Context: an optimization exercise on an open-source flow, tuned for small area, a short achievable clock period and few clock cycles per item. The choices shown serve that exercise and are no tape-out recipe.
At most, simulation tests tie the RTL to the original design; equivalence was not proved.
The RTL of runs 2 to 7 was laid out without a check of its function.

==> flow/design.v <==
`timescale 1ns / 1ps
module SHA256(
  input clk,
  input [2:0] P,
  input [255:0] passwd_hash,
  input [71:0] start,
  output [71:0] hash,
  output done
);
localparam [31:0] IV0 = 32'h6a09e667, IV1 = 32'hbb67ae85, IV2 = 32'h3c6ef372, IV3 = 32'ha54ff53a,
                  IV4 = 32'h510e527f, IV5 = 32'h9b05688c, IV6 = 32'h1f83d9ab, IV7 = 32'h5be0cd19;
localparam [1:0] S_LOAD = 2'd0, S_RUN = 2'd1, S_DONE = 2'd2;
localparam [2047:0] KT = {
  32'hc67178f2, 32'hbef9a3f7, 32'ha4506ceb, 32'h90befffa,
  32'h8cc70208, 32'h84c87814, 32'h78a5636f, 32'h748f82ee,
  32'h682e6ff3, 32'h5b9cca4f, 32'h4ed8aa4a, 32'h391c0cb3,
  32'h34b0bcb5, 32'h2748774c, 32'h1e376c08, 32'h19a4c116,
  32'h106aa070, 32'hf40e3585, 32'hd6990624, 32'hd192e819,
  32'hc76c51a3, 32'hc24b8b70, 32'ha81a664b, 32'ha2bfe8a1,
  32'h92722c85, 32'h81c2c92e, 32'h766a0abb, 32'h650a7354,
  32'h53380d13, 32'h4d2c6dfc, 32'h2e1b2138, 32'h27b70a85,
  32'h14292967, 32'h06ca6351, 32'hd5a79147, 32'hc6e00bf3,
  32'hbf597fc7, 32'hb00327c8, 32'ha831c66d, 32'h983e5152,
  32'h76f988da, 32'h5cb0a9dc, 32'h4a7484aa, 32'h2de92c6f,
  32'h240ca1cc, 32'h0fc19dc6, 32'hefbe4786, 32'he49b69c1,
  32'hc19bf174, 32'h9bdc06a7, 32'h80deb1fe, 32'h72be5d74,
  32'h550c7dc3, 32'h243185be, 32'h12835b01, 32'hd807aa98,
  32'hab1c5ed5, 32'h923f82a4, 32'h59f111f1, 32'h3956c25b,
  32'he9b5dba5, 32'hb5c0fbcf, 32'h71374491, 32'h428a2f98};
function eqsum(input [31:0] x, input [31:0] y, input [31:0] p);
  reg [31:0] cy;
  begin
    cy = (x & y) | ((x | y) & ~p);
    eqsum = ((x ^ y ^ p) == {cy[30:0], 1'b0});
  end
endfunction
function [35:0] incdig(input [35:0] x);
  integer k;
  reg cyin;
  begin
    cyin = 1'b1;
    for (k = 0; k < 9; k = k + 1) begin
      if (cyin) begin
        if (x[4*k +: 4] == 4'd9) incdig[4*k +: 4] = 4'd0;
        else begin incdig[4*k +: 4] = x[4*k +: 4] + 4'd1; cyin = 1'b0; end
      end else incdig[4*k +: 4] = x[4*k +: 4];
    end
  end
endfunction
reg [35:0] dig;            
reg [31:0] a, b, c, d, e, f, g, hk;
reg [511:0] w;             
reg [6:0] n;               
reg [5:0] rc;              
reg mv;                    
reg [5:0] cr;              
reg ld;                    
reg run, dn, first, vok;
reg [7:0] hp;              
reg done_r;
assign done = done_r;
assign hash = {4'h3, dig[35:32], 4'h3, dig[31:28], 4'h3, dig[27:24], 4'h3, dig[23:20],
               4'h3, dig[19:16], 4'h3, dig[15:12], 4'h3, dig[11:8], 4'h3, dig[7:4],
               4'h3, dig[3:0]};
wire init = (P == 3'd0);
wire srch = (P == 3'd2);
wire hit = &hp;            
wire lq = ld || (run && n == 7'd63 && !hit);
wire [35:0] nxt = first ? dig : incdig(dig);
wire [31:0] w0n = {4'h3, nxt[35:32], 4'h3, nxt[31:28], 4'h3, nxt[27:24], 4'h3, nxt[23:20]};
wire [31:0] w1n = {4'h3, nxt[19:16], 4'h3, nxt[15:12], 4'h3, nxt[11:8], 4'h3, nxt[7:4]};
wire [31:0] w2  = {4'h3, dig[3:0], 24'h800000};
wire [31:0] wm15 = w[31:0], wm14 = w[63:32], wm6 = w[319:288], wm1 = w[479:448];
wire [31:0] sg0 = {wm14[6:0], wm14[31:7]} ^ {wm14[17:0], wm14[31:18]} ^ (wm14 >> 3);
wire [31:0] sg1 = {wm1[16:0], wm1[31:17]} ^ {wm1[18:0], wm1[31:19]} ^ (wm1 >> 10);
wire [31:0] sch = sg1 + wm6 + sg0 + wm15;
reg [31:0] msg;
always @(*) begin
  case (n)
    7'd1: msg = w2;
    7'd14: msg = 32'h00000048;
    default: msg = 32'd0;
  endcase
end
wire [31:0] went = lq ? w1n : (n < 7'd15 ? msg : sch);
wire [31:0] hk_sum = g + KT[{n[5:0], 5'd0} +: 32] + w[511:480];
wire [31:0] hk_ld = {4'h0, nxt[35:32], 4'h0, nxt[31:28], 4'h0, nxt[27:24], 4'h0, nxt[23:20]} + 32'hce9b2ce1;
wire [31:0] S1 = {e[5:0], e[31:6]} ^ {e[10:0], e[31:11]} ^ {e[24:0], e[31:25]};
wire [31:0] S0 = {a[1:0], a[31:2]} ^ {a[12:0], a[31:13]} ^ {a[21:0], a[31:22]};
wire [31:0] ch = (e & f) ^ (~e & g);
wire [31:0] mj = (a & b) ^ (a & c) ^ (b & c);
wire [31:0] t1s = hk ^ S1 ^ ch;
wire [31:0] t1c = {(hk[30:0] & S1[30:0]) | (hk[30:0] & ch[30:0]) | (S1[30:0] & ch[30:0]), 1'b0};
wire [31:0] es = t1s ^ t1c ^ d;
wire [31:0] ec = {(t1s[30:0] & t1c[30:0]) | (t1s[30:0] & d[30:0]) | (t1c[30:0] & d[30:0]), 1'b0};
wire [31:0] e_new = es + ec;
wire [31:0] x2s = t1s ^ t1c ^ S0;
wire [31:0] x2c = {(t1s[30:0] & t1c[30:0]) | (t1s[30:0] & S0[30:0]) | (t1c[30:0] & S0[30:0]), 1'b0};
wire [31:0] x3s = x2s ^ x2c ^ mj;
wire [31:0] x3c = {(x2s[30:0] & x2c[30:0]) | (x2s[30:0] & mj[30:0]) | (x2c[30:0] & mj[30:0]), 1'b0};
wire [31:0] a_new = x3s + x3c;
reg [31:0] pa, pe, ia, ie;
always @(*) begin
  case (n[1:0])
    2'd2: begin pa = passwd_hash[159:128]; ia = IV3; pe = passwd_hash[31:0];   ie = IV7; end
    2'd3: begin pa = passwd_hash[191:160]; ia = IV2; pe = passwd_hash[63:32];  ie = IV6; end
    2'd0: begin pa = passwd_hash[223:192]; ia = IV1; pe = passwd_hash[95:64];  ie = IV5; end
    default: begin pa = passwd_hash[255:224]; ia = IV0; pe = passwd_hash[127:96]; ie = IV4; end
  endcase
end
wire [31:0] cya = (a & ia) | ((a | ia) & ~pa);
wire [31:0] ma = ~(a ^ ia ^ pa ^ {cya[30:0], 1'b0});
wire [31:0] cye = (e & ie) | ((e | ie) & ~pe);
wire [31:0] me = ~(e ^ ie ^ pe ^ {cye[30:0], 1'b0});
always @(posedge clk) begin
  a <= lq ? IV0 : (mv ? a_new : d);
  b <= lq ? IV1 : a;
  c <= lq ? IV2 : b;
  d <= lq ? IV3 : c;
  e <= lq ? IV4 : (mv ? e_new : g);
  f <= lq ? IV5 : e;
  g <= lq ? IV6 : f;
  if (mv) hk <= lq ? hk_ld : hk_sum;
  w[511:480] <= mv ? went : w[31:0];
  w[479:448] <= lq ? w0n : w[511:480];
  w[447:0] <= w[479:32];
  if (mv) hp <= {&ma[31:24], &ma[23:16], &ma[15:8], &ma[7:0], &me[31:24], &me[23:16], &me[15:8], &me[7:0]};
  if (init) begin
    rc <= 6'd47;
    mv <= 1'b0;
    cr <= 6'd0;
    dig <= {start[67:64], start[59:56], start[51:48], start[43:40], start[35:32],
            start[27:24], start[19:16], start[11:8], start[3:0]};
    first <= 1'b1;
    n <= 7'd0;
    ld <= 1'b1;
    run <= 1'b0;
    dn <= 1'b0;
    done_r <= 1'b0;
  end else begin
    cr <= cr + {5'd0, srch} - {5'd0, mv};
    mv <= (mv || rc == 6'd47) && (srch || cr > {5'd0, mv});
    if (!mv) rc <= (rc == 6'd47) ? 6'd0 : rc + 6'd1;
    if (srch && (dn || (mv && run && n == 7'd66 && vok && hit))) done_r <= 1'b1;
    if (mv) begin
      if (lq) begin
        dig <= nxt;
        first <= 1'b0;
        n <= 7'd1;
        ld <= 1'b0;
        run <= 1'b1;
      end else if (run) begin
        n <= n + 7'd1;
        if (n == 7'd64) vok <= hit;
        else vok <= vok && hit;
        if (n == 7'd66) begin
          run <= 1'b0;
          if (vok && hit) dn <= 1'b1;
          else begin
            ld <= 1'b1;
            n <= 7'd0;
          end
        end
      end
    end
  end
end
endmodule
==> flow/flow/run.sh <==
#!/bin/bash
# Standard ORFS layout, with repair_timing aiming for more setup slack than the clock needs.
set -euo pipefail
bash standard.sh SETUP_SLACK_MARGIN=10.5 finish > standard.log 2>&1
==> flow/standard.sh <==
#!/bin/bash
# synth_recipe.tcl (not shown) runs the flow's synth.tcl, then flattens the netlist and writes it again
# the make line also repeats each setting of config.mk as NAME=value (left out here)
make -C /OpenROAD-flow-scripts/flow DESIGN_CONFIG=/design/flow/config.mk WORK_HOME=/design/flow/orfs CLKGATE_MAP_FILE= SYNTH_SCRIPT=/design/flow/synth_recipe.tcl "${@:-finish}"
==> flow/config.mk <==
export PLATFORM = sky130hd
export DESIGN_NAME = SHA256
export DESIGN_NICKNAME = SHA256
export VERILOG_FILES = /design/flow/design.v
export SDC_FILE = /design/flow/constraint.sdc
export NUM_CORES = 4
export LEC_CHECK = 0
export CAP_MARGIN = 20
export CORE_MARGIN = 2
export CORE_UTILIZATION = 40
export SLEW_MARGIN = 20
export SYNTH_MEMORY_MAX_BITS = 8192
==> flow/constraint.sdc <==
create_clock -name core_clock -period 15.0 [get_ports {clk}]
set_input_delay 3.0000 -clock core_clock [delete_from_list [all_inputs] [get_ports {clk}]]
set_output_delay 3.0000 -clock core_clock [all_outputs]
set_load 0.01 [all_outputs]
==> flow_summary_export.csv, run 1 <==
group,metric,value,unit
yosys,syn-cell-area,43200,sq um
timing,finalMaxSlewViolations,0,
finish,area_delta_synth_final,25.9,%
critical_path,cp.arrival,5.40,ns
cts,cts-root-buf,"clkbuf_16",
global_route,grt_overflow_total,0,
cts,clk-insertion-delay-late,0.68,ns
route,ant_nets,0,
route,vias_per_cell,5.44,
placement,gp_congestion,0.938,
yosys,synth_ff_type,"dfxtp_1",
yosys,synthMuxAreaShare,0.0144,
placement,pre_cts_slack,8.73,ns
timing,setup_ws,9.98,ns
yosys,synth_xor_xnor_area_share,0.0997,
floorplanning,start_util,0.404,
route,via_count,34161,
yosys,synth_adder_area_share,0.174,
yosys,syn_inst,4400,
cts,cts_sinks,838,
floorplanning,pin_count,405,
route,drt-total-wl,145,mm
cts,hold_buffers,0,
run,drv_cap,0,
yosys,synth_edf_count,77,
placement,dp_hpwl,107,mm
route,drc,0,
floorplanning,core_area,107000,sq um
global_route,grt_pass1_vias,32316,
timing,setup_violations,0,
worst_hold_path,min_path_type,"reg -> reg",
yosys,yosys.area_share.simple,0.109,
timing,finClkSkew,0.0590,ns
route,drt_first_pass_iters,8,
placement,dpl.cell_count,5943,
critical_path,worstSetupStartpointType,"flip-flop",
yosys,synth_compound_area_frac,0.142,
finish,final_common_cell,"dfxtp_1",
floorplanning,rows,120,
floorplanning,die_x,333,microns
cts,clk_pin_slew_worst_paths,0.06,ns
run_status,status,"no timing/DRC/antenna violations",
finish,final_cell_mix,"704 x dfxtp_1, 315 x xnor2_1, 305 x inv_1",
yosys,yosysSeqAreaShare,0.406,
yosys,synth-seq-cells,838,
yosys,ys_warn_count,1,
global_route,grt_pass1_wl,209,mm
timing,worst_pin_slew,1.12,ns
global_route,track_usage,0.253,
timing,fin_crit_sh,0.335,
critical_path,required,15.37,ns
global_route,grt_max_degree,184,
finish,layout-drive-gt1-share,0.155,
timing,hold_violations,0,
cts,clock_path_buffers,3,
timing,fmax,199,MHz
floorplanning,fp.dieH,333,microns
yosys,syn_area_per_cell,9.82,sq um
cts,htreeDepth,3,
timing,setup_tns,0,ns
timing,rsz0062_at_grt,"true",
global_route,antenna_found_initial,3,
critical_path,path_class,"reg -> reg",
timing,fin_crit,5.02,ns
cts,cts_tree,"built",
finish,layoutNonFillerInstCount,6274,
cts,cts_buffers,81,
critical_path,crit_fanout,8,
yosys,async_flop_share,0,
floorplanning,die-area,111000,sq um
route,drtIter0Drc,3109,
timing,worst_slew_margin_rel,0.251,
yosys,yosysUniqueCellTypes,85,
yosys,synth_top_family_by_area,"adder cells",
route,post_drt_wl_per_cell,23.1,microns
critical_path,end_kind,"flip-flop",
finish,fin_nets,5553,
placement,numPortBuffers,332,
[metal layers]
metal | vias to the layer above | share of wire | global-route usage
li1 | 15700 | - | -
met4 | 2 | 0.027 | 0.0695
met2 | 1483 | 0.43 | 0.380
met5 | - | 0.00052 | 0
met3 | 236 | 0.091 | 0.0497
met1 | 16740 | 0.45 | 0.369
[layout make-up]
cell class / instances / area [sq um]
sequential: 838 / 17700
timing repair buffer: 546 / 5260
multi-input combinational: 3004 / 25500
clock buffer: 112 / 2320
timing repair inverter: 1 / 8.76
clock inverter: 37 / 490
tap: 1403 / 1760
antenna: 2 / 5.00
inverter: 331 / 1340
fill: 9718 / 52700
[critical path: stages, from the launching register on]
cell        delay [ns]
dfxtp_4           0.35
buf_12            0.14
inv_12            0.06
ha_4              0.16
clkinvlp_4        0.14
buf_12            0.16
buf_12            0.13
ha_4              0.21
nor3_2            0.11
a21oi_1           0.07
a32oi_2           0.33
o21ai_4           0.16
fa_1              0.57
ha_4              0.23
a21oi_2           0.14
o22ai_2           0.08
or4_1             0.56
a31oi_4           0.20
o41ai_4           0.11
a21o_1            0.20
nand4_1           0.11
nand2_2           0.08
a2111oi_2         0.34
o31ai_2           0.11
[metrics by stage]
stage | hold slack, ns | util | instance area [sq um]
2_1_floorplan | 0.310 | - | 43800
3_3_place_gp | 0.310 | 0.448 | 48000
3_5_place_dp | 0.312 | 0.448 | 48000
4_1_cts | 0.314 | 0.495 | 53000
5_1_grt | 0.314 | 0.508 | 54400
6_report | 0.308 | 0.508 | 54400
[worst paths after layout]
path              startpoint  endpoint  slack [ns]  cells past startpoint
hold reg to reg       w[244]    w[212]        0.31                      0
hold / removal        w[244]    w[212]        0.31                      0
setup / recovery        n[0]    hk[30]        9.98                     23
setup reg to reg        n[0]    hk[30]        9.98                     23
[state kept, by name, indices dropped and copies added, names as in the netlist, 6 cells and up]
name,flops
w,512
dig,36
a,32
b,32
c,32
d,32
e,32
f,32
g,32
hk,32
hp,8
n,7
cr,6
rc,6
[Yosys cell counts, drive strengths merged (77+ instances only)]
cell | number | share of area
o21ai | 242 | 0.028
nand2b | 96 | 0.014
inv | 328 | 0.028
a21oi | 288 | 0.034
clkbuf | 189 | 0.016
ha | 176 | 0.051
fa | 242 | 0.11
a21o | 78 | 0.014
nor2 | 316 | 0.027
nand2 | 276 | 0.024
edfxtp | 77 | 0.054
dfxtp | 761 | 0.35
xor2 | 141 | 0.029
xnor2 | 351 | 0.071
[repair_timing]
action,CTS,global route
endpoints found under the setup margin,155,115
setup buffers,121,54
gates cloned,3,2
pin swaps,130,158
gates resized for setup,358,235
[logic make-up (layout without fill, tap and decap cells)]
logic type,count (synthesis),after routing
simple gates,993,995
xor+xnor,492,492
flops,838,838
other cells,2,38
compound gates,953,953
buf+inv,594,1027
fa+ha+maj,466,466
mux,62,62
Testbench counts, summed over its fixed seeds: cycles 203,823, items 3,217.
==> run 2, diff against run 1 <==
--- a/flow/design.v
+++ b/flow/design.v
@@ -49,5 +49,5 @@
 endfunction
 reg [35:0] dig;            
-reg [31:0] a, b, c, d, e, f, g, hk;
+reg [31:0] a, b, c, d, e, f, g, hk, kr;
 reg [511:0] w;             
 reg [6:0] n;               
@@ -84,5 +84,6 @@
 end
 wire [31:0] went = lq ? w1n : (n < 7'd15 ? msg : sch);
-wire [31:0] hk_sum = g + KT[{n[5:0], 5'd0} +: 32] + w[511:480];
+wire [31:0] hk_sum = g + kr + w[511:480];
+wire [5:0] kn = mv ? (lq ? 6'd1 : n[5:0] + 6'd1) : n[5:0];
 wire [31:0] hk_ld = {4'h0, nxt[35:32], 4'h0, nxt[31:28], 4'h0, nxt[27:24], 4'h0, nxt[23:20]} + 32'hce9b2ce1;
 wire [31:0] S1 = {e[5:0], e[31:6]} ^ {e[10:0], e[31:11]} ^ {e[24:0], e[31:25]};
@@ -122,4 +123,5 @@
   g <= lq ? IV6 : f;
   if (mv) hk <= lq ? hk_ld : hk_sum;
+  kr <= KT[{kn, 5'd0} +: 32];
   w[511:480] <= mv ? went : w[31:0];
   w[479:448] <= lq ? w0n : w[511:480];
==> run 2 against run 1 <==
Against the previous run: still clean; synthesized cell count increased by 1.4%; final area fell by 0.61%; maximum frequency grew 5.7%; worst hold slack got worse by 0.0034 ns; clock skew decreased by 0.0044 ns; area after synthesis rose by 2.1%; routed wire length grew 2.4%; non-clock buffer count fell by 79.
==> flow_summary_export.csv, run 2 <==
group,metric,value,unit
run_status,status,"no timing/DRC/antenna violations",
floorplanning,die_x,336,microns
placement,dp_hpwl,109,mm
route,ant_nets,0,
placement,dpl.cell_count,6075,
critical_path,reg2reg_slack,10.25,ns
route,drc,0,
run,drv_cap,0,
critical_path,regToRegEndpoint,"a[31]",
critical_path,regToRegStartpoint,"e[12]",
yosys,synth_ff_type,"dfxtp_1",
worst_hold_path,min_path_type,"reg -> reg",
global_route,grt_max_degree,111,
yosys,syn-cell-area,44100,sq um
global_route,grt_pass1_wl,215,mm
yosys,ys_warn_count,1,
cts,clock_path_buffers,3,
global_route,grt_overflow_total,0,
critical_path,path_class,"reg -> reg",
route,drt_first_pass_iters,6,
global_route,antenna_found_initial,5,
yosys,yosysUniqueCellTypes,92,
timing,fin_crit_sh,0.317,
cts,cts_buffers,89,
cts,clk-insertion-delay-late,0.69,ns
finish,fin_nets,5537,
timing,worst_pin_slew,1.06,ns
critical_path,worstSetupStartpointType,"flip-flop",
finish,largest-register,"w",
route,drt-total-wl,148,mm
cts,htreeDepth,3,
yosys,synth_top_area_share,0.360,
timing,fmax,210,MHz
finish,top_regs,"w x512, dig x36",
yosys,yosysSeqAreaShare,0.413,
route,drtIter0Drc,3385,
yosys,syn_area_per_cell,9.89,sq um
timing,hold_violations,0,
cts,clk_pin_slew_worst_paths,0.07,ns
route,via_count,34177,
yosys,syn_inst,4460,
yosys,synth_most_common_cell,"dfxtp_1",
critical_path,crit_fanout,3,
global_route,grt_pass1_vias,32655,
finish,layoutNonFillerInstCount,6347,
timing,setup_violations,0,
timing,whs,0.304,ns
yosys,synth_largest_area_cell,"dfxtp_1",
finish,final_common_cell,"dfxtp_1",
yosys,ys_top_cells_by_count,"793 x dfxtp_1, 347 x xnor2_1, 330 x nor2_1",
placement,gp_congestion,0.957,
cts,cts_sinks,870,
timing,finClkSkew,0.0546,ns
timing,rsz0062_at_grt,"true",
cts,cts_tree,"built",
timing,fin_crit,4.75,ns
placement,numPortBuffers,332,
timing,worst_slew_margin_rel,0.290,
finish,largest_reg_flops,512,
timing,setup_tns,0,ns
timing,finalMaxSlewViolations,0,
route,vias_per_cell,5.38,
finish,final_cell_mix,"742 x dfxtp_1, 324 x nor2_1, 318 x xnor2_1",
critical_path,r2r_cells,20,
worst_hold_path,hold_depth,0,
critical_path,cp.arrival,5.26,ns
yosys,ys_top_cells_by_area,"dfxtp_1 36%, fa_1 11%, xnor2_1 6.9%, edfxtp_1 5.2%, ha_1 4.9%",
floorplanning,pin_count,405,
worst_hold_path,hp-start,"w[111]",
critical_path,end_kind,"flip-flop",
floorplanning,rows,121,
cts,hold_buffers,0,
floorplanning,fp.dieH,336,microns
yosys,synth_edf_count,77,
cts,cts-root-buf,"clkbuf_16",
worst_hold_path,worstHoldEndpoint,"w[79]",
floorplanning,die-area,113000,sq um
finish,area_delta_synth_final,22.6,%
floorplanning,start_util,0.404,
yosys,async_flop_share,0,
floorplanning,core_area,109000,sq um
global_route,track_usage,0.257,
route,post_drt_wl_per_cell,23.4,microns
critical_path,required,15.51,ns
yosys,synth-seq-cells,870,
finish,layout-drive-gt1-share,0.121,
run 2: changes by cell type after synthesis, moves of 13 or more:
cell,change
a21oi_1,+25
buf_2,+20
clkbuf_1,-18
dfxtp_1,+32
inv_1,-18
nand2b_1,+13
nand3_1,-13
nor2_1,+14
o211ai_1,+16
o21ai_0,-15
run 2: cell type report:
class	instances	area, sq um
fillers	9990	55100
multi-input cells	3051	25000
flip-flops and latches	870	18300
clock inverters	37	458
diodes	4	10.0
clock buffers	128	2720
inverters	314	1200
repair buffers	467	4460
well taps	1476	1850
run 2: cells by family (layout without fill, tap and decap cells):
group | after synthesis | in the layout | synth area share
muxes | 58 | 58 | 0.0132
other | 2 | 40 | 0.000170
adders and majority gates | 458 | 458 | 0.168
and+or+nand+nor | 1032 | 1032 | 0.113
buffers and inverters | 574 | 946 | 0.0532
DFF | 870 | 870 | 0.413
xor gates and xnor gates | 489 | 489 | 0.0971
AOI/OAI and AO/OA | 977 | 978 | 0.143
run 2: critical path, cell delays in order (launching register included):
cell and delay [ns]:
dfxtp_4 0.38, xnor2_4 0.15, xnor2_2 0.18, fa_2 0.51, xnor2_2 0.18, xor2_1 0.24, fa_1 0.46, inv_2 0.08
ha_4 0.13, inv_2 0.04, fa_2 0.40, nor2b_4 0.15, o31ai_4 0.11, a211oi_4 0.30, a211o_1 0.29, a21oi_4 0.10
a211oi_4 0.38, o41ai_4 0.12, mux2i_1 0.20, xnor2_1 0.13, a21oi_1 0.08
run 2: routing by layer:
metal	routed length, microns	share of wire	up-vias	GRT usage
li1	-	-	15763	-
met1	66100	0.45	16620	0.368
met2	63200	0.43	1550	0.389
met3	13600	0.092	240	0.0438
met4	5440	0.037	4	0.0915
met5	27	0.00018	-	0
run 2: per-stage QoR:
stage,setup WS [ns],utilization,cell area (sq um)
CTS,10.18,0.486,53000
finish,10.25,0.495,54000
global route,10.17,0.495,54000
global placement,9.18,0.446,48600
detailed placement,9.13,0.446,48600
floorplan,10.44,-,44300
run 2: worst max-delay path by stage:
stage	from	end	slack, ns	depth (start not counted)
2_1_floorplan	passwd_hash[222]	hp[7]	10.44	7
3_3_place_gp	e[27]	a[28]	9.18	17
3_5_place_dp	e[27]	a[28]	9.13	17
4_1_cts	e[26]	a[31]	10.18	20
5_1_grt	e[15]	a[17]	10.17	18
6_report	e[12]	a[31]	10.25	20
run 2: what timing repair did:
| action | in CTS | in global routing |
|---|---|---|
| cloned | 2 | 2 |
| pin swaps | 80 | 149 |
| setup buffers | 63 | 36 |
| resized for setup | 237 | 204 |
| setup endpoints to repair | 173 | 108 |
==> run 3, diff against run 2 <==
--- a/flow/design.v
+++ b/flow/design.v
@@ -74,5 +74,10 @@
 wire [31:0] sg0 = {wm14[6:0], wm14[31:7]} ^ {wm14[17:0], wm14[31:18]} ^ (wm14 >> 3);
 wire [31:0] sg1 = {wm1[16:0], wm1[31:17]} ^ {wm1[18:0], wm1[31:19]} ^ (wm1 >> 10);
-wire [31:0] sch = sg1 + wm6 + sg0 + wm15;
+wire [31:0] q1s = sg1 ^ wm6 ^ sg0;
+wire [31:0] q1c = {(sg1[30:0] & wm6[30:0]) | (sg1[30:0] & sg0[30:0]) | (wm6[30:0] & sg0[30:0]), 1'b0};
+wire [31:0] q2s = q1s ^ q1c ^ wm15;
+wire [31:0] q2c = {(q1s[30:0] & q1c[30:0]) | (q1s[30:0] & wm15[30:0]) | (q1c[30:0] & wm15[30:0]), 1'b0};
+wire [31:0] sch;
+add32 u_sch (.x(q2s), .y(q2c), .s(sch));
 reg [31:0] msg;
 always @(*) begin
@@ -84,5 +89,9 @@
 end
 wire [31:0] went = lq ? w1n : (n < 7'd15 ? msg : sch);
-wire [31:0] hk_sum = g + kr + w[511:480];
+wire [31:0] wk = w[511:480];
+wire [31:0] hs = g ^ kr ^ wk;
+wire [31:0] hc = {(g[30:0] & kr[30:0]) | (g[30:0] & wk[30:0]) | (kr[30:0] & wk[30:0]), 1'b0};
+wire [31:0] hk_sum;
+add32 u_hk (.x(hs), .y(hc), .s(hk_sum));
 wire [5:0] kn = mv ? (lq ? 6'd1 : n[5:0] + 6'd1) : n[5:0];
 wire [31:0] hk_ld = {4'h0, nxt[35:32], 4'h0, nxt[31:28], 4'h0, nxt[27:24], 4'h0, nxt[23:20]} + 32'hce9b2ce1;
@@ -95,10 +104,12 @@
 wire [31:0] es = t1s ^ t1c ^ d;
 wire [31:0] ec = {(t1s[30:0] & t1c[30:0]) | (t1s[30:0] & d[30:0]) | (t1c[30:0] & d[30:0]), 1'b0};
-wire [31:0] e_new = es + ec;
+wire [31:0] e_new;
+add32 u_e (.x(es), .y(ec), .s(e_new));
 wire [31:0] x2s = t1s ^ t1c ^ S0;
 wire [31:0] x2c = {(t1s[30:0] & t1c[30:0]) | (t1s[30:0] & S0[30:0]) | (t1c[30:0] & S0[30:0]), 1'b0};
 wire [31:0] x3s = x2s ^ x2c ^ mj;
 wire [31:0] x3c = {(x2s[30:0] & x2c[30:0]) | (x2s[30:0] & mj[30:0]) | (x2c[30:0] & mj[30:0]), 1'b0};
-wire [31:0] a_new = x3s + x3c;
+wire [31:0] a_new;
+add32 u_a (.x(x3s), .y(x3c), .s(a_new));
 reg [31:0] pa, pe, ia, ie;
 always @(*) begin
@@ -169,2 +180,9 @@
 end
 endmodule
+module add32(
+  input [31:0] x,
+  input [31:0] y,
+  output [31:0] s
+);
+assign s = x + y;
+endmodule
==> flow/flow/run.sh (replaced) <==
#!/bin/bash
# Standard ORFS layout, with repair_timing aiming for more setup slack than the clock needs.
set -euo pipefail
bash standard.sh SETUP_SLACK_MARGIN=11 finish > standard.log 2>&1
--- a/flow/config.mk
+++ b/flow/config.mk
@@ -10,3 +10,4 @@
 export CORE_UTILIZATION = 40
 export SLEW_MARGIN = 20
+export SYNTH_HIERARCHICAL = 1
 export SYNTH_MEMORY_MAX_BITS = 8192
==> run 3 against run 2 <==
Against the previous run: synthesized cell count rose by 0.96%; still clean; flip-flop and latch count did not move; largest cell class unchanged; clock skew fell by 0.016 ns.
==> flow_summary_export.csv, run 3 <==
group,metric,value,unit
route,ant_nets,0,
placement,dp_hpwl,119,mm
yosys,synth_edf_count,77,
timing,finClkSkew,0.0383,ns
placement,gp_congestion,0.920,
worst_hold_path,min_path_type,"reg -> reg",
cts,clk_pin_slew_worst_paths,0.06,ns
finish,final_common_cell,"dfxtp_1",
route,drt_first_pass_iters,9,
timing,setup_violations,0,
critical_path,worstSetupStartpointType,"input port",
critical_path,end_kind,"flip-flop",
finish,fin_nets,5605,
finish,largest_reg_flops,512,
yosys,ys_top_cells_by_area,"dfxtp_1 35%, fa_1 12%, xnor2_1 6.4%, edfxtp_1 5.1%, ha_1 4.8%",
cts,clk-insertion-delay-late,0.70,ns
yosys,synth-seq-cells,870,
timing,setup_tns,0,ns
cts,cts-root-buf,"clkbuf_16",
timing,fmax,225,MHz
yosys,synth_largest_area_cell,"dfxtp_1",
timing,rsz0062_at_grt,"true",
global_route,grt_overflow_total,0,
yosys,synth_most_common_cell,"dfxtp_1",
global_route,grt_max_degree,87,
floorplanning,die-area,116000,sq um
critical_path,required,15.44,ns
yosys,yosysSeqAreaShare,0.400,
yosys,ys_top_cells_by_count,"793 x dfxtp_1, 332 x nor2_1, 332 x xnor2_1",
floorplanning,pin_count,405,
cts,hold_buffers,0,
cts,clock_path_buffers,3,
finish,top_regs,"w x512, dig x36",
placement,numPortBuffers,332,
floorplanning,fp.dieH,341,microns
finish,final_cell_mix,"710 x dfxtp_1, 323 x nor2_1, 315 x nand2_1",
cts,cts_buffers,90,
finish,fillerInstances,10265,
yosys,yosysUniqueCellTypes,103,
floorplanning,core_area,113000,sq um
timing,hold_violations,0,
floorplanning,rows,123,
global_route,grt_pass1_vias,33724,
run,drv_cap,0,
timing,worst_slew_margin_rel,0.389,
global_route,track_usage,0.264,
timing,fin_crit,4.45,ns
global_route,antenna_found_initial,9,
yosys,syn_inst,4503,
cts,cts_sinks,870,
yosys,syn_area_per_cell,10.1,sq um
timing,worst_pin_slew,0.913,ns
floorplanning,die_x,341,microns
global_route,grt_pass1_wl,228,mm
yosys,ys_warn_count,7,
route,drtIter0Drc,3680,
route,drt-total-wl,157,mm
run_status,status,"no timing/DRC/antenna violations",
finish,largest-register,"w",
route,drc,0,
route,post_drt_wl_per_cell,24.5,microns
worst_hold_path,hp-start,"w[109]",
yosys,synth_top_area_share,0.349,
critical_path,cp.arrival,4.88,ns
yosys,synth_ff_type,"dfxtp_1",
floorplanning,start_util,0.403,
cts,cts_tree,"built",
finish,layout-drive-gt1-share,0.193,
timing,finalMaxSlewViolations,0,
route,vias_per_cell,5.50,
critical_path,regToRegStartpoint,"e[13]",
timing,fin_crit_sh,0.296,
critical_path,crit_start,"passwd_hash[77]",
yosys,async_flop_share,0,
critical_path,path_class,"in -> reg",
finish,area_delta_synth_final,23.8,%
critical_path,crit_fanout,1,
cts,htreeDepth,3,
route,via_count,35225,
yosys,syn-cell-area,45400,sq um
-- run 3: cell count changes after synthesis, moves of 13 or more --
cell	delta
fa_1	+28
a31oi_1	+14
nand4_1	+21
maj3_1	-14
nand2_1	+55
nor3_1	+13
buf_2	+40
o21ai_0	-46
a21o_1	-22
o21a_1	+15
mux2i_1	+54
xnor2_1	-15
inv_1	-132
-- run 3: modules after synthesis (local to each module, per instance) --
| module | flops+latches | area, sq um |
|---|---|---|
| SHA256 | 870 | 38500 |
| add32 | 0 | 1750 |
-- run 3: kinds of logic after synthesis --
| kind of cell | Yosys count | synth area share |
|---|---|---|
| buffers and inverters | 481 | 0.0458 |
| AOI/OAI and AO/OA | 983 | 0.148 |
| other | 2 | 0.000165 |
| xor gates and xnor gates | 463 | 0.0892 |
| and+or+nand+nor | 1113 | 0.118 |
| DFF | 870 | 0.400 |
| adders and majority gates | 477 | 0.174 |
| muxes | 114 | 0.0252 |
-- run 3: metrics by stage --
stage	setup WS (ns)	cell area (sq um)	util	cells	hold WS (ns)
2_1_floorplan	10.43	45900	-	4541	0.310
3_3_place_gp	9.26	49900	0.443	6105	0.310
3_5_place_dp	9.38	49900	0.443	6105	0.312
4_1_cts	10.55	54900	0.487	6364	0.309
5_1_grt	10.46	56300	0.499	6406	0.325
6_report	10.55	56300	0.499	6410	0.305
-- run 3: layout make-up --
class	count	area, sq um	share of cell area
Multi-Input combinational cell	3191	27800	0.494
Tap cell	1500	1880	0.0334
Inverter	180	706	0.0125
Timing Repair Buffer	495	4360	0.0774
Antenna cell	4	10.0	0.000178
Sequential cell	870	18400	0.327
Clock buffer	120	2590	0.0460
Clock inverter	50	551	0.00979
-- run 3: final timing paths --
path | end | slack (ns) | cells after the start
hold reg to reg | w[77] | 0.31 | 0
hold / removal | w[77] | 0.31 | 0
setup / recovery | hp[1] | 10.55 | 7
setup reg to reg | a[31] | 10.58 | 17
-- run 3: critical path, stage by stage --
cell	delay, ns
buf_6	0.09
a222oi_1	0.80
a21oi_1	0.23
fa_1	0.51
xnor2_1	0.14
nand4_1	0.07
nor2_1	0.04
-- run 3: timing repair --
item,4_1_cts,5_1_grt
pin swaps,287,265
gates cloned,1,0
endpoints found under the hold margin,0,0
setup buffers,88,42
resized for setup,802,319
endpoints found under the setup margin,299,201
-- run 3: metal layers --
layer,vias to the layer above,part of all wire,global-route usage
met3,301,0.071,0.0432
met1,17430,0.45,0.378
met2,1323,0.43,0.401
li1,16169,-,-
met4,2,0.044,0.0964
met5,-,0.000083,0
==> run 4, diff against run 3 <==
--- a/flow/design.v
+++ b/flow/design.v
@@ -185,4 +185,21 @@
   output [31:0] s
 );
-assign s = x + y;
+wire [31:0] p0 = x ^ y;
+wire [31:0] g0 = x & y;
+reg [31:0] gg, pp, gn, pn;
+integer i, l;
+always @(*) begin
+  gg = g0; pp = p0;
+  for (l = 0; l < 5; l = l + 1) begin
+    gn = gg; pn = pp;
+    for (i = 0; i < 32; i = i + 1) begin
+      if ((i >> l) & 1) begin
+        gn[i] = gg[i] | (pp[i] & gg[((i >> l) << l) - 1]);
+        pn[i] = pp[i] & pp[((i >> l) << l) - 1];
+      end
+    end
+    gg = gn; pp = pn;
+  end
+end
+assign s = p0 ^ {gg[30:0], 1'b0};
 endmodule
==> run 4 against run 3 <==
Against the previous run: clock-buffer cell count increased by 6; die area is 3.9% lower; critical endpoint is now w[507]; largest cell class unchanged.
==> flow_summary_export.csv, run 4 <==
group,metric,value,unit
yosys,ys_top_cells_by_area,"dfxtp_1 36%, fa_1 13%, xnor2_1 6.7%, edfxtp_1 5.3%, ha_1 5.0%",
floorplanning,die-area,112000,sq um
floorplanning,start_util,0.402,
finish,fillerInstances,9662,
route,ant_nets,0,
floorplanning,pin_count,405,
yosys,async_flop_share,0,
critical_path,crit_fanout,4,
yosys,synth_top_area_share,0.364,
critical_path,path_class,"reg -> reg",
yosys,synth_most_common_cell,"dfxtp_1",
route,post_drt_wl_per_cell,23.3,microns
yosys,yosys.area_share.simple,0.104,
finish,area_delta_synth_final,24.7,%
timing,fmax,218,MHz
route,drtIter0Drc,3417,
cts,cts_sinks,870,
yosys,synth_xor_xnor_area_share,0.0903,
critical_path,critPathBufInv,1,
placement,dp_hpwl,102,mm
finish,final_cell_mix,"708 x dfxtp_1, 281 x nor2_1, 260 x fa_1",
worst_hold_path,min_path_type,"reg -> reg",
cts,cts-root-buf,"clkbuf_16",
floorplanning,rows,121,
critical_path,worstSetupStartpointType,"flip-flop",
yosys,ys_top_cells_by_count,"793 x dfxtp_1, 333 x xnor2_1, 298 x nor2_1",
global_route,track_usage,0.243,
run_status,status,"no timing/DRC/antenna violations",
run,drv_cap,0,
timing,rsz0062_at_grt,"true",
critical_path,required,15.52,ns
critical_path,cp.arrival,5.11,ns
global_route,grt_pass1_vias,30728,
yosys,yosysSeqAreaShare,0.417,
route,vias_per_cell,5.41,
route,drc,0,
global_route,grt_pass1_wl,203,mm
timing,finClkSkew,0.0454,ns
placement,gp_congestion,0.979,
cts,cts_buffers,91,
yosys,yosysUniqueCellTypes,90,
timing,setup_tns,0,ns
global_route,antenna_found_initial,6,
critical_path,slowest_stage,"a222oi_1",
route,via_count,32525,
cts,clk_pin_slew_worst_paths,0.06,ns
critical_path,critical-path-max-stage-delay,0.68,ns
finish,largest_reg_flops,512,
yosys,synthMuxAreaShare,0.0253,
timing,hold_violations,0,
placement,numPortBuffers,332,
timing,worst_pin_slew,1.05,ns
yosys,syn_inst,4172,
route,drt-total-wl,140,mm
cts,cts_tree,"built",
yosys,syn_area_per_cell,10.5,sq um
timing,fin_crit_sh,0.306,
yosys,ys_warn_count,8,
yosys,synth_compound_area_frac,0.127,
floorplanning,die_x,334,microns
timing,setup_violations,0,
finish,largest-register,"w",
yosys,synth_largest_area_cell,"dfxtp_1",
yosys,synth_edf_count,77,
timing,fin_crit,4.59,ns
critical_path,end_kind,"flip-flop",
worst_hold_path,hp-start,"w[86]",
floorplanning,fp.dieH,334,microns
yosys,syn-cell-area,43600,sq um
yosys,synth_top_family_by_area,"adder cells",
cts,htreeDepth,3,
global_route,grt_max_degree,94,
cts,clk-insertion-delay-late,0.69,ns
route,drt_first_pass_iters,8,
finish,fin_util,0.501,
floorplanning,core_area,109000,sq um
yosys,synth_adder_area_share,0.188,
cts,clock_path_buffers,3,
critical_path,crit_path_cell_trace,"xnor2_2 -> xnor2_2 -> fa_1 -> fa_1 -> ha_1 -> and3_1 -> and3_1 -> a32oi_2 -> o21ai_4 -> a21boi_2 -> inv_1 -> a41o_1 -> xor2_1 -> a222oi_1 -> o21ai_1",
global_route,grt_overflow_total,0,
timing,worst_slew_margin_rel,0.297,
yosys,synth-seq-cells,870,
critical_path,regToRegStartpoint,"w[475]",
finish,layout-drive-gt1-share,0.199,
yosys,synth_ff_type,"dfxtp_1",
finish,final_common_cell,"dfxtp_1",
critical_path,crit_family,"compound AO/OA/AOI/OAI gates",
critical_path,crit_start,"w[475]",
finish,top_regs,"w x512, dig x36",
timing,finalMaxSlewViolations,0,
finish,fin_nets,5315,
cts,hold_buffers,0,
run 4: layer usage:
metal  vias up  part of all wire  GRT usage
met5         -           0.00014          0
met4         4             0.033     0.0729
met3       243             0.077     0.0404
met2      1429              0.44      0.368
met1     15869              0.45      0.352
li1      14980                 -          -
run 4: final cells by class:
cell class	count	area (sq um)	share of cell area
antenna	1	2.50	0.0000460
clock buffer	126	2710	0.0499
clock inverter	40	562	0.0103
inverter	220	848	0.0156
multi-input combinational	2827	25500	0.469
sequential	870	18400	0.339
tap	1414	1770	0.0325
timing repair buffer	515	4570	0.0839
run 4: kinds of logic after synthesis:
family	after synthesis
simple gates	935
other cells	2
fa+ha+maj	491
mux	110
flops	870
buf+inv	514
compound gates	800
xor+xnor	450
run 4: Yosys stat by module, one instance, submodules excluded:
module / flops+latches / cell area, sq um
SHA256: 870 / 38500
add32: 0 / 1270
run 4: per-stage QoR:
step	hold WS (ns)	cell area (sq um)	setup WS, ns	std cells
after floorplan	0.310	44100	10.43	4210
after global placement	0.310	48200	9.44	5698
after detailed placement	0.312	48200	9.42	5698
after CTS	0.307	52600	10.37	5938
after global routing	0.309	54400	10.35	6012
final	0.311	54400	10.41	6013
run 4: final timing paths:
check | to | slack [ns] | cells after the start
setup / recovery | w[507] | 10.41 | 15
hold / removal | w[54] | 0.31 | 0
setup reg to reg | w[507] | 10.41 | 15
hold reg to reg | w[54] | 0.31 | 0
run 4: repair_timing:
item	in CTS	in global routing
buffers inserted	73	74
gates resized for setup	665	286
gates cloned	1	0
setup endpoints to repair	234	149
pin swaps	249	246
==> run 5, diff against run 4 <==
==> flow/flow/run.sh (replaced) <==
#!/bin/bash
# Standard ORFS layout, with repair_timing aiming for more setup slack than the clock needs,
# and clock tree synthesis without dummy loads.
set -euo pipefail
bash standard.sh SETUP_SLACK_MARGIN=11 "CTS_ARGS=-sink_clustering_enable -repair_clock_nets -dont_use_dummy_load" finish > standard.log 2>&1
==> run 5 against run 4 <==
Against the previous run: synthesized cell count unchanged; still clean; worst hold slack got worse by 0.028 ns; critical path type is now in -> reg; area after synthesis unchanged; critical endpoint is now hp[1]; maximum frequency increased by 0.99%; worst setup slack improved by 0.045 ns; global-route usage about the same; clock-buffer cell count decreased by 35; register-to-register slack improved by 0.06 ns.
==> flow_summary_export.csv, run 5 <==
group,metric,value,unit
run_status,status,"no timing/DRC/antenna violations",
yosys,synth_largest_area_cell,"dfxtp_1",
run,drv_cap,0,
critical_path,crit_fanout,1,
finish,layoutNonFillerInstCount,5941,
placement,dpl.cell_count,5698,
timing,fin_crit,4.55,ns
cts,hold_buffers,0,
global_route,antenna_found_initial,7,
finish,stdcell_area,53500,sq um
route,ant_nets,0,
cts,cts_sinks,870,
route,drt_first_pass_iters,10,
finish,final_common_cell,"dfxtp_1",
floorplanning,die_x,334,microns
timing,finalMaxSlewViolations,0,
global_route,grt_overflow_total,0,
timing,fmax,220,MHz
yosys,synth_most_common_cell,"dfxtp_1",
placement,dp_hpwl,102,mm
route,via_count,32351,
placement,gp_congestion,0.979,
yosys,ys_top_cells_by_count,"793 x dfxtp_1, 333 x xnor2_1, 298 x nor2_1",
yosys,synth-seq-cells,870,
floorplanning,start_util,0.402,
cts,htreeDepth,3,
critical_path,worstSetupStartpointType,"input port",
critical_path,path_class,"in -> reg",
cts,clk_pin_slew_worst_paths,0.06,ns
yosys,yosysSeqAreaShare,0.417,
finish,top_regs,"w x512, dig x36",
cts,clock_path_buffers,3,
global_route,grt_pass1_vias,30709,
floorplanning,pin_count,405,
cts,cts_buffers,91,
timing,finClkSkew,0.0774,ns
finish,largest-register,"w",
route,post_drt_wl_per_cell,23.5,microns
timing,whs,0.283,ns
finish,largest_reg_flops,512,
timing,hold_violations,0,
floorplanning,core_area,109000,sq um
worst_hold_path,min_path_type,"reg -> reg",
yosys,ys_top_cells_by_area,"dfxtp_1 36%, fa_1 13%, xnor2_1 6.7%, edfxtp_1 5.3%, ha_1 5.0%",
timing,fin_crit_sh,0.303,
route,drc,0,
finish,layout-drive-gt1-share,0.186,
route,drtIter0Drc,3504,
yosys,ys_warn_count,8,
placement,numPortBuffers,332,
cts,cts-root-buf,"clkbuf_16",
cts,cts_tree,"built",
cts,clk-insertion-delay-late,0.68,ns
critical_path,cp.arrival,5.03,ns
finish,area_delta_synth_final,22.5,%
yosys,syn_inst,4172,
yosys,synth_ff_type,"dfxtp_1",
yosys,yosysUniqueCellTypes,90,
global_route,grt_max_degree,94,
finish,final_cell_mix,"711 x dfxtp_1, 279 x nor2_1, 269 x xnor2_1",
critical_path,end_kind,"flip-flop",
global_route,track_usage,0.242,
route,drt-total-wl,139,mm
floorplanning,die-area,112000,sq um
timing,setup_tns,0,ns
global_route,grt_pass1_wl,202,mm
timing,worst_slew_margin_rel,0.313,
route,vias_per_cell,5.45,
yosys,synth_edf_count,77,
critical_path,required,15.48,ns
placement,placed_cell_area,48200,sq um
finish,fin_nets,5318,
floorplanning,fp.dieH,334,microns
yosys,async_flop_share,0,
timing,worst_pin_slew,1.03,ns
floorplanning,rows,121,
yosys,synth_top_area_share,0.364,
yosys,syn_area_per_cell,10.5,sq um
timing,setup_violations,0,
timing,rsz0062_at_grt,"true",
yosys,syn-cell-area,43600,sq um
-- run 5: cell counts after synthesis --
Identical to the previous run, type by type.
-- run 5: per-module statistics from Yosys, one instance, submodules excluded --
module / cells / area, sq um / flops+latches / times used
SHA256: 3564 / 38500 / 870 / 1
add32: 152 / 1270 / 0 / 4
-- run 5: area by class of cell --
cell class / count / area (sq um)
fill: 9742 / 55100
tap: 1414 / 1770
inverter: 220 / 846
sequential: 870 / 18400
clock buffer: 91 / 2280
antenna: 1 / 2.50
timing repair buffer: 518 / 4660
multi-input combinational: 2827 / 25500
-- run 5: path summary, 6_finish.rpt --
kind / from / endpoint / slack [ns] / cells after the start
max reg2reg: w[468] / w[507] / 10.47 / 16
min: w[325] / w[293] / 0.28 / 0
max: passwd_hash[79] / hp[1] / 10.45 / 7
min reg2reg: w[325] / w[293] / 0.28 / 0
-- run 5: layer usage --
layer	GRT usage	wire [microns]
met4	0.0680	4180
met5	0	46
met1	0.352	63100
met3	0.0393	10300
met2	0.371	61800
-- run 5: what timing repair did --
item	4_1_cts	5_1_grt
buffers inserted	94	56
gates resized for setup	690	247
pin swaps	267	242
setup endpoints to repair	235	142
gates cloned	1	0
-- run 5: stage by stage --
| stage | utilization | worst slack, ns |
|---|---|---|
| 2_1_floorplan | - | 10.43 |
| 5_1_grt | 0.492 | 10.35 |
| 6_report | 0.492 | 10.45 |
| 3_3_place_gp | 0.444 | 9.44 |
| 4_1_cts | 0.480 | 10.44 |
| 3_5_place_dp | 0.444 | 9.42 |
-- run 5: logic make-up after synthesis --
logic type / synth area share
compound gates: 0.127
xor+xnor: 0.0903
fa+ha+maj: 0.188
buf+inv: 0.0486
flops: 0.417
mux: 0.0253
other cells: 0.000172
simple gates: 0.104
-- run 5: critical path, stage by stage --
cell and delay [ns]:
buf_6 0.09, a222oi_1 0.87, a21oi_2 0.13, fa_2 0.58
xor2_1 0.14, nand4_1 0.09, nor2_1 0.12
==> run 6, diff against run 5 <==
==> flow/flow/run.sh (replaced) <==
#!/bin/bash
# Standard ORFS layout, with repair_timing aiming for more setup slack than the clock needs,
# and clock tree synthesis without dummy loads.
set -euo pipefail
bash standard.sh SETUP_SLACK_MARGIN=11 "CTS_ARGS=-sink_clustering_enable -repair_clock_nets -dont_use_dummy_load -sink_clustering_size 30 -sink_clustering_max_diameter 50" finish > standard.log 2>&1
==> run 6 against run 5 <==
Against the previous run: cell count decreased by 0.45%; non-clock buffer count decreased by 28; critical path depth increased by 8; sequential share of layout area increased by 0.43 points; clock skew increased by 0.046 ns; core utilization decreased by 0.72 points; maximum frequency decreased by 3.4%; critical path type is now reg -> reg; critical endpoint is now w[507]; highest routed layer unchanged.
==> flow_summary_export.csv, run 6 <==
group,metric,value,unit
critical_path,critical-path-max-stage-delay,0.68,ns
global_route,antenna_found_initial,7,
timing,worst_slew_margin_rel,0.304,
global_route,grt_max_degree,94,
yosys,synth_largest_area_cell,"dfxtp_1",
cts,cts_buffers,93,
yosys,ys_top_cells_by_count,"793 x dfxtp_1, 333 x xnor2_1, 298 x nor2_1",
cts,clk-insertion-delay-late,0.72,ns
route,highest_layer,"met5",
critical_path,cp.arrival,5.17,ns
yosys,synthMuxAreaShare,0.0253,
timing,finalMaxSlewViolations,0,
yosys,synth_edf_count,77,
timing,setup_tns,0,ns
yosys,yosys.area_share.simple,0.104,
finish,largest_reg_flops,512,
route,ant_nets,0,
critical_path,required,15.46,ns
timing,fin_crit,4.71,ns
critical_path,path_class,"reg -> reg",
route,met3_length,9.94,mm
floorplanning,die-area,112000,sq um
finish,area_delta_synth_final,20.7,%
route,met1_length,63.2,mm
cts,cts_tree,"built",
run_status,status,"no timing/DRC/antenna violations",
yosys,async_flop_share,0,
yosys,synth_adder_area_share,0.188,
critical_path,crit_top_cell,"fa_1",
cts,cts-root-buf,"clkbuf_16",
route,post_drt_wl_per_cell,23.5,microns
run,drv_cap,0,
finish,final_common_cell,"dfxtp_1",
critical_path,crit_cells,15,
floorplanning,fp.dieH,334,microns
yosys,ys_warn_count,8,
floorplanning,start_util,0.402,
floorplanning,rows,121,
global_route,grt_pass1_vias,30504,
critical_path,slowest_stage,"a222oi_1",
yosys,synth_ff_type,"dfxtp_1",
yosys,synth_most_common_cell,"dfxtp_1",
timing,fmax,212,MHz
finish,fin_nets,5292,
floorplanning,core_area,109000,sq um
critical_path,critPathBufInv,1,
critical_path,r2r_cells,15,
finish,final_cell_mix,"717 x dfxtp_1, 292 x xnor2_1, 282 x nor2_1",
finish,largest-register,"w",
critical_path,regToRegEndpoint,"w[507]",
critical_path,reg2reg_slack,10.29,ns
cts,hold_buffers,0,
timing,hold_violations,0,
yosys,synth-seq-cells,870,
global_route,track_usage,0.241,
route,via_count,32334,
cts,cts_sinks,870,
timing,rsz0062_at_grt,"true",
cts,htreeDepth,3,
critical_path,crit_start,"w[40]",
timing,setup_violations,0,
floorplanning,pin_count,405,
critical_path,crit_path_cell_trace,"xnor2_4 -> xnor2_2 -> fa_1 -> fa_1 -> fa_2 -> a211oi_2 -> o211ai_1 -> a32oi_1 -> o21ai_2 -> a21boi_2 -> inv_2 -> a41o_1 -> xor2_1 -> a222oi_1 -> o21ai_1",
yosys,synth_top_family_by_area,"adder cells",
critical_path,regToRegStartpoint,"w[40]",
cts,clk_pin_slew_worst_paths,0.08,ns
route,drtIter0Drc,3503,
finish,top_regs,"w x512, dig x36",
placement,dp_hpwl,102,mm
timing,finClkSkew,0.124,ns
critical_path,end_kind,"flip-flop",
yosys,synth_compound_area_frac,0.127,
critical_path,crit_end,"w[507]",
global_route,grt_overflow_total,0,
yosys,syn_area_per_cell,10.5,sq um
finish,layout-drive-gt1-share,0.168,
critical_path,worstSetupStartpointType,"flip-flop",
route,drt-total-wl,139,mm
route,vias_per_cell,5.47,
critical_path,crit_family,"compound AO/OA/AOI/OAI gates",
yosys,synth_top_area_share,0.364,
yosys,yosysUniqueCellTypes,90,
placement,gp_congestion,0.979,
route,drc,0,
placement,numPortBuffers,332,
worst_hold_path,hold_depth,0,
yosys,syn_inst,4172,
timing,fin_crit_sh,0.314,
finish,antennaDiodeCount,0,
finish,fin_util,0.485,
worst_hold_path,min_path_type,"reg -> reg",
global_route,grt_pass1_wl,202,mm
timing,worst_pin_slew,1.04,ns
cts,clock_path_buffers,3,
route,drt_first_pass_iters,7,
yosys,synth_xor_xnor_area_share,0.0903,
yosys,ys_top_cells_by_area,"dfxtp_1 36%, fa_1 13%, xnor2_1 6.7%, edfxtp_1 5.3%, ha_1 5.0%",
critical_path,crit_fanout,3,
route,wl_met2,61.2,mm
yosys,yosysSeqAreaShare,0.417,
yosys,syn-cell-area,43600,sq um
floorplanning,die_x,334,microns
[run 6: final cells by class]
class	count	area [sq um]
repair buffers	490	4350
inverters	220	843
flip-flops and latches	870	18400
multi-input cells	2827	25000
clock buffers	93	2330
fillers	9829	55900
well taps	1414	1770
[run 6: worst min-delay path by stage]
stage,start,endpoint
3_3_place_gp,w[112],w[80]
6_report,w[443],w[411]
3_5_place_dp,w[418],w[386]
2_1_floorplan,w[132],w[100]
4_1_cts,w[427],w[395]
5_1_grt,w[427],w[395]
[run 6: layer usage]
metal,global-route usage,up-vias
met2,0.369,1364
met5,0,-
met4,0.0707,6
met1,0.351,15811
met3,0.0368,276
li1,-,14877
[run 6: through the flow]
| stage | hold WS, ns | area [sq um] | worst slack [ns] | cells |
|---|---|---|---|---|
| 2_1_floorplan | 0.310 | 44100 | 10.43 | 4210 |
| 3_3_place_gp | 0.310 | 48200 | 9.44 | 5698 |
| 3_5_place_dp | 0.312 | 48200 | 9.42 | 5698 |
| 4_1_cts | 0.258 | 51700 | 10.32 | 5871 |
| 5_1_grt | 0.270 | 52700 | 10.13 | 5914 |
| 6_report | 0.263 | 52700 | 10.29 | 5914 |
[run 6: cells by family after synthesis]
group,Yosys count
AND/OR/NAND/NOR,935
flip-flops,870
AO/OA/AOI/OAI,800
buffers and inverters,514
adder cells (fa/ha/maj),491
XOR/XNOR,450
multiplexers,110
other,2
[run 6: Yosys stat by module (local to each module, per instance)]
module / copies in the design / flip-flops and latches / cell area (sq um) / cells
SHA256: 1 / 870 / 38500 / 3564
add32: 4 / 0 / 1270 / 152
[run 6: what timing repair did]
item	in CTS	in global routing
setup buffers	79	43
gates resized for setup	661	199
pin swaps	272	245
cloned	1	0
endpoints found under the setup margin	234	139
[run 6: worst reg2reg max path: cells and delay by family (launching register included)]
family / cells / cell delay [ns]
AOI/OAI and AO/OA: 8 / 2.11
adders and majority gates: 3 / 1.40
xor gates and xnor gates: 3 / 0.51
DFF: 1 / 0.39
buffers and inverters: 1 / 0.07
==> run 7, diff against run 6 <==
--- a/flow/design.v
+++ b/flow/design.v
@@ -65,6 +65,5 @@
 wire init = (P == 3'd0);
 wire srch = (P == 3'd2);
-wire hit = &hp;            
-wire lq = ld || (run && n == 7'd63 && !hit);
+wire lq = ld || (run && n == 7'd62 && !hite);
 wire [35:0] nxt = first ? dig : incdig(dig);
 wire [31:0] w0n = {4'h3, nxt[35:32], 4'h3, nxt[31:28], 4'h3, nxt[27:24], 4'h3, nxt[23:20]};
@@ -115,14 +114,18 @@
 always @(*) begin
   case (n[1:0])
-    2'd2: begin pa = passwd_hash[159:128]; ia = IV3; pe = passwd_hash[31:0];   ie = IV7; end
-    2'd3: begin pa = passwd_hash[191:160]; ia = IV2; pe = passwd_hash[63:32];  ie = IV6; end
-    2'd0: begin pa = passwd_hash[223:192]; ia = IV1; pe = passwd_hash[95:64];  ie = IV5; end
-    default: begin pa = passwd_hash[255:224]; ia = IV0; pe = passwd_hash[127:96]; ie = IV4; end
+    2'd1: begin pe = passwd_hash[31:0];  ie = IV7; pa = passwd_hash[255:224]; ia = IV0; end
+    2'd2: begin pe = passwd_hash[63:32]; ie = IV6; pa = passwd_hash[159:128]; ia = IV3; end
+    2'd3: begin pe = passwd_hash[95:64]; ie = IV5; pa = passwd_hash[191:160]; ia = IV2; end
+    default: begin pe = passwd_hash[127:96]; ie = IV4; pa = passwd_hash[223:192]; ia = IV1; end
   endcase
 end
 wire [31:0] cya = (a & ia) | ((a | ia) & ~pa);
 wire [31:0] ma = ~(a ^ ia ^ pa ^ {cya[30:0], 1'b0});
-wire [31:0] cye = (e & ie) | ((e | ie) & ~pe);
-wire [31:0] me = ~(e ^ ie ^ pe ^ {cye[30:0], 1'b0});
+wire [31:0] zs = es ^ ec ^ ie;
+wire [31:0] zc = {(es[30:0] & ec[30:0]) | (es[30:0] & ie[30:0]) | (ec[30:0] & ie[30:0]), 1'b0};
+wire [31:0] cye = (zs & zc) | ((zs | zc) & ~pe);
+wire [31:0] me = ~(zs ^ zc ^ pe ^ {cye[30:0], 1'b0});
+wire hite = &hp[3:0];      
+wire hita = &hp[7:4];      
 always @(posedge clk) begin
   a <= lq ? IV0 : (mv ? a_new : d);
@@ -155,5 +158,5 @@
     mv <= (mv || rc == 6'd47) && (srch || cr > {5'd0, mv});
     if (!mv) rc <= (rc == 6'd47) ? 6'd0 : rc + 6'd1;
-    if (srch && (dn || (mv && run && n == 7'd66 && vok && hit))) done_r <= 1'b1;
+    if (srch && (dn || (mv && run && n == 7'd66 && vok && hita))) done_r <= 1'b1;
     if (mv) begin
       if (lq) begin
@@ -165,9 +168,9 @@
       end else if (run) begin
         n <= n + 7'd1;
-        if (n == 7'd64) vok <= hit;
-        else vok <= vok && hit;
+        if (n == 7'd62) vok <= 1'b1;
+        else if (n <= 7'd65) vok <= vok && hite && hita;
         if (n == 7'd66) begin
           run <= 1'b0;
-          if (vok && hit) dn <= 1'b1;
+          if (vok && hita) dn <= 1'b1;
           else begin
             ld <= 1'b1;
@@ -185,21 +188,4 @@
   output [31:0] s
 );
-wire [31:0] p0 = x ^ y;
-wire [31:0] g0 = x & y;
-reg [31:0] gg, pp, gn, pn;
-integer i, l;
-always @(*) begin
-  gg = g0; pp = p0;
-  for (l = 0; l < 5; l = l + 1) begin
-    gn = gg; pn = pp;
-    for (i = 0; i < 32; i = i + 1) begin
-      if ((i >> l) & 1) begin
-        gn[i] = gg[i] | (pp[i] & gg[((i >> l) << l) - 1]);
-        pn[i] = pp[i] & pp[((i >> l) << l) - 1];
-      end
-    end
-    gg = gn; pp = pn;
-  end
-end
-assign s = p0 ^ {gg[30:0], 1'b0};
+assign s = x + y;
 endmodule
==> flow/flow/run.sh (replaced) <==
#!/bin/bash
# Standard ORFS layout, with repair_timing aiming for more setup slack than the clock needs,
# and clock tree synthesis without dummy loads.
set -euo pipefail
bash standard.sh SETUP_SLACK_MARGIN=11 "CTS_ARGS=-sink_clustering_enable -repair_clock_nets -dont_use_dummy_load" finish > standard.log 2>&1
==> run 7 against run 6 <==
Against the previous run: still clean; critical path depth is 8 lower; worst setup slack got worse by 0.078 ns; routed wire length grew 19%; die area increased by 5.9%; highest routed layer unchanged; worst hold slack improved by 0.044 ns; final area increased by 9.6%; synthesized cell count grew 10%; register-to-register slack improved by 0.23 ns; sequential share of layout area decreased by 3.0 points; clock-buffer cell count shrank 4.
==> flow_summary_export.csv, run 7 <==
group,metric,value,unit
run_status,status,"no timing/DRC/antenna violations",
route,drc,0,
route,via_count,36313,
finish,stdcell_area,57700,sq um
floorplanning,start_util,0.404,
yosys,syn-cell-area,46200,sq um
route,drt_first_pass_iters,11,
timing,worst_slew_margin_rel,0.338,
timing,hold_violations,0,
timing,setup_violations,0,
run,drv_cap,0,
yosys,synth_most_common_cell,"dfxtp_1",
critical_path,path_class,"in -> reg",
critical_path,end_kind,"flip-flop",
worst_hold_path,worstHoldEndpoint,"w[48]",
yosys,yosysSeqAreaShare,0.393,
critical_path,regToRegStartpoint,"e[12]",
yosys,syn_area_per_cell,10.1,sq um
critical_path,regToRegEndpoint,"a[24]",
finish,layout-drive-gt1-share,0.196,
critical_path,required,15.43,ns
placement,pre_cts_slack,9.09,ns
worst_hold_path,hold_depth,0,
finish,fillerInstances,10336,
worst_hold_path,hp-start,"w[80]",
finish,area_delta_synth_final,24.9,%
placement,gp_congestion,0.968,
critical_path,reg2reg_slack,10.52,ns
worst_hold_path,min_path_type,"reg -> reg",
global_route,use_met1,0.396,
global_route,grt_max_degree,168,
yosys,synth_largest_area_cell,"dfxtp_1",
floorplanning,rows,124,
yosys,ys_top_cells_by_area,"dfxtp_1 34%, fa_1 13%, xnor2_1 6.1%, edfxtp_1 5.0%, ha_1 4.8%",
critical_path,cp.arrival,5.21,ns
cts,cts_buffers,89,
critical_path,crit_family,"compound AO/OA/AOI/OAI gates",
critical_path,slowest_stage,"a222oi_1",
finish,largest-register,"w",
timing,worst_pin_slew,0.979,ns
cts,htreeDepth,3,
timing,fin_crit_sh,0.319,
timing,fmax,209,MHz
global_route,grt_use_met2,0.417,
global_route,use_met3,0.0427,
yosys,syn_inst,4589,
timing,fin_crit,4.79,ns
cts,clock_path_buffers,3,
finish,final_common_cell,"dfxtp_1",
yosys,async_flop_share,0,
route,drt-total-wl,165,mm
finish,fin_nets,5817,
finish,final_cell_mix,"702 x dfxtp_1, 310 x nor2_1, 283 x nand2_1",
cts,clk_pin_slew_worst_paths,0.06,ns
global_route,grt_pass1_wl,238,mm
critical_path,r2r_cells,16,
yosys,ys_warn_count,7,
global_route,busiest_layer,"met2",
placement,dp_hpwl,125,mm
cts,cts_tree,"built",
floorplanning,die_x,344,microns
critical_path,critPathBufInv,1,
yosys,yosysUniqueCellTypes,93,
yosys,synth_top_area_share,0.343,
route,drtIter0Drc,4179,
floorplanning,fp.dieH,344,microns
global_route,antenna_found_initial,6,
timing,setup_ws,10.21,ns
floorplanning,pin_count,405,
[run 7: worst max-delay path by stage]
stage                                from    end  slack, ns  depth (start not counted)
after global placement    passwd_hash[43]  hp[1]       9.05                          7
after detailed placement  passwd_hash[43]  hp[1]       9.09                          7
final                     passwd_hash[43]  hp[1]      10.21                          7
after CTS                 passwd_hash[75]  hp[1]      10.33                          7
after global routing      passwd_hash[69]  hp[0]      10.31                          7
after floorplan           passwd_hash[94]  hp[3]      10.36                          8
[run 7: kinds of logic after synthesis]
group / Yosys count / synth area share
AND/OR/NAND/NOR: 1091 / 0.114
AO/OA/AOI/OAI: 991 / 0.147
flip-flops: 870 / 0.393
buffers and inverters: 557 / 0.0503
adder cells (fa/ha/maj): 506 / 0.183
XOR/XNOR: 464 / 0.0879
multiplexers: 108 / 0.0246
other: 2 / 0.000162
[run 7: per-module statistics from Yosys, one instance, submodules excluded]
module | flops+latches | copies in the design | cells inside
SHA256 | 870 | 1 | 3617
add32 | 0 | 4 | 243
[run 7: timing repair]
item,in CTS,in global routing
hold buffers,0,0
gates resized for setup,682,366
gates cloned,2,0
endpoints found under the setup margin,236,131
setup buffers,144,66
pin swaps,211,313
[run 7: cell type report]
class | instances | area, sq um | share of cell area
multi-input combinational | 3202 | 28700 | 0.497
sequential | 870 | 18400 | 0.319
tap | 1512 | 1890 | 0.0328
timing repair buffer | 581 | 5450 | 0.0944
clock buffer | 89 | 2230 | 0.0386
antenna | 4 | 10.0 | 0.000173
inverter | 267 | 1020 | 0.0176
[run 7: routing by layer]
metal	up-vias	wire length, microns
met1	18028	74700
met2	1527	72400
li1	16482	-
met4	4	5710
met5	-	26
met3	272	12100
[run 7: through the flow]
stage | util | std cells | hold WS [ns]
after floorplan | - | 4627 | 0.310
after global placement | 0.444 | 6220 | 0.309
after detailed placement | 0.444 | 6220 | 0.312
after CTS | 0.487 | 6455 | 0.305
after global routing | 0.504 | 6521 | 0.309
final | 0.504 | 6525 | 0.307
[run 7: worst reg2reg max path: stages, from the launching register on]
cell and delay, ns:
dfxtp_4 0.39, xnor2_4 0.15, xnor2_2 0.23, fa_2 0.54, fa_1 0.50, fa_1 0.53
fa_2 0.45, a211oi_4 0.32, o21bai_4 0.10, a21oi_4 0.22, a21o_4 0.21, buf_6 0.12
o31ai_4 0.08, a21oi_2 0.19, xnor2_1 0.15, mux2i_1 0.10, nor2_1 0.13

==> what the ideal ports hide <==
Ports are ideal in the flow. The routed layouts listed here were re-timed in OpenROAD.
Step 1, drivers: a clkbuf_16 drives clk and a buf_2 each remaining input, both assumed.
Step 2, shift: input delay + t, output delay - t, t = (earliest + latest rising clock arrival at the registers) / 2. This alone moves slack from input paths to output paths.
Three values: no drivers, after step 1, after step 2; two values: the first two.
| run | t, ns | slack for setup (ns) | hold WS [ns] |
|---|---|---|---|
| run 1 | 0.715 | 9.976 / 9.976 / 9.787 | 0.308 / 0.308 / 0.308 |
| run 2 | 0.724 | 10.247 / 10.247 / 9.824 | 0.304 / 0.304 / 0.304 |
| run 3 | 0.742 | 10.554 / 10.505 / 9.841 | 0.305 / 0.305 / 0.305 |
| run 4 | 0.740 | 10.406 / 10.406 / 9.784 | 0.311 / 0.311 / 0.311 |
| run 5 | 0.718 | 10.451 / 10.466 / 9.770 | 0.283 / 0.283 / 0.283 |
| run 6 | 0.721 | 10.291 / 10.291 / 9.738 | 0.263 / 0.263 / 0.263 |
| run 7 | 0.698 | 10.214 / 10.230 / 9.532 | 0.307 / 0.307 / 0.307 |
After both steps every run listed still meets setup and hold. The setup slack of run 3, which loses most, moves by -0.049 ns with the drivers and by -0.713 ns with both steps.
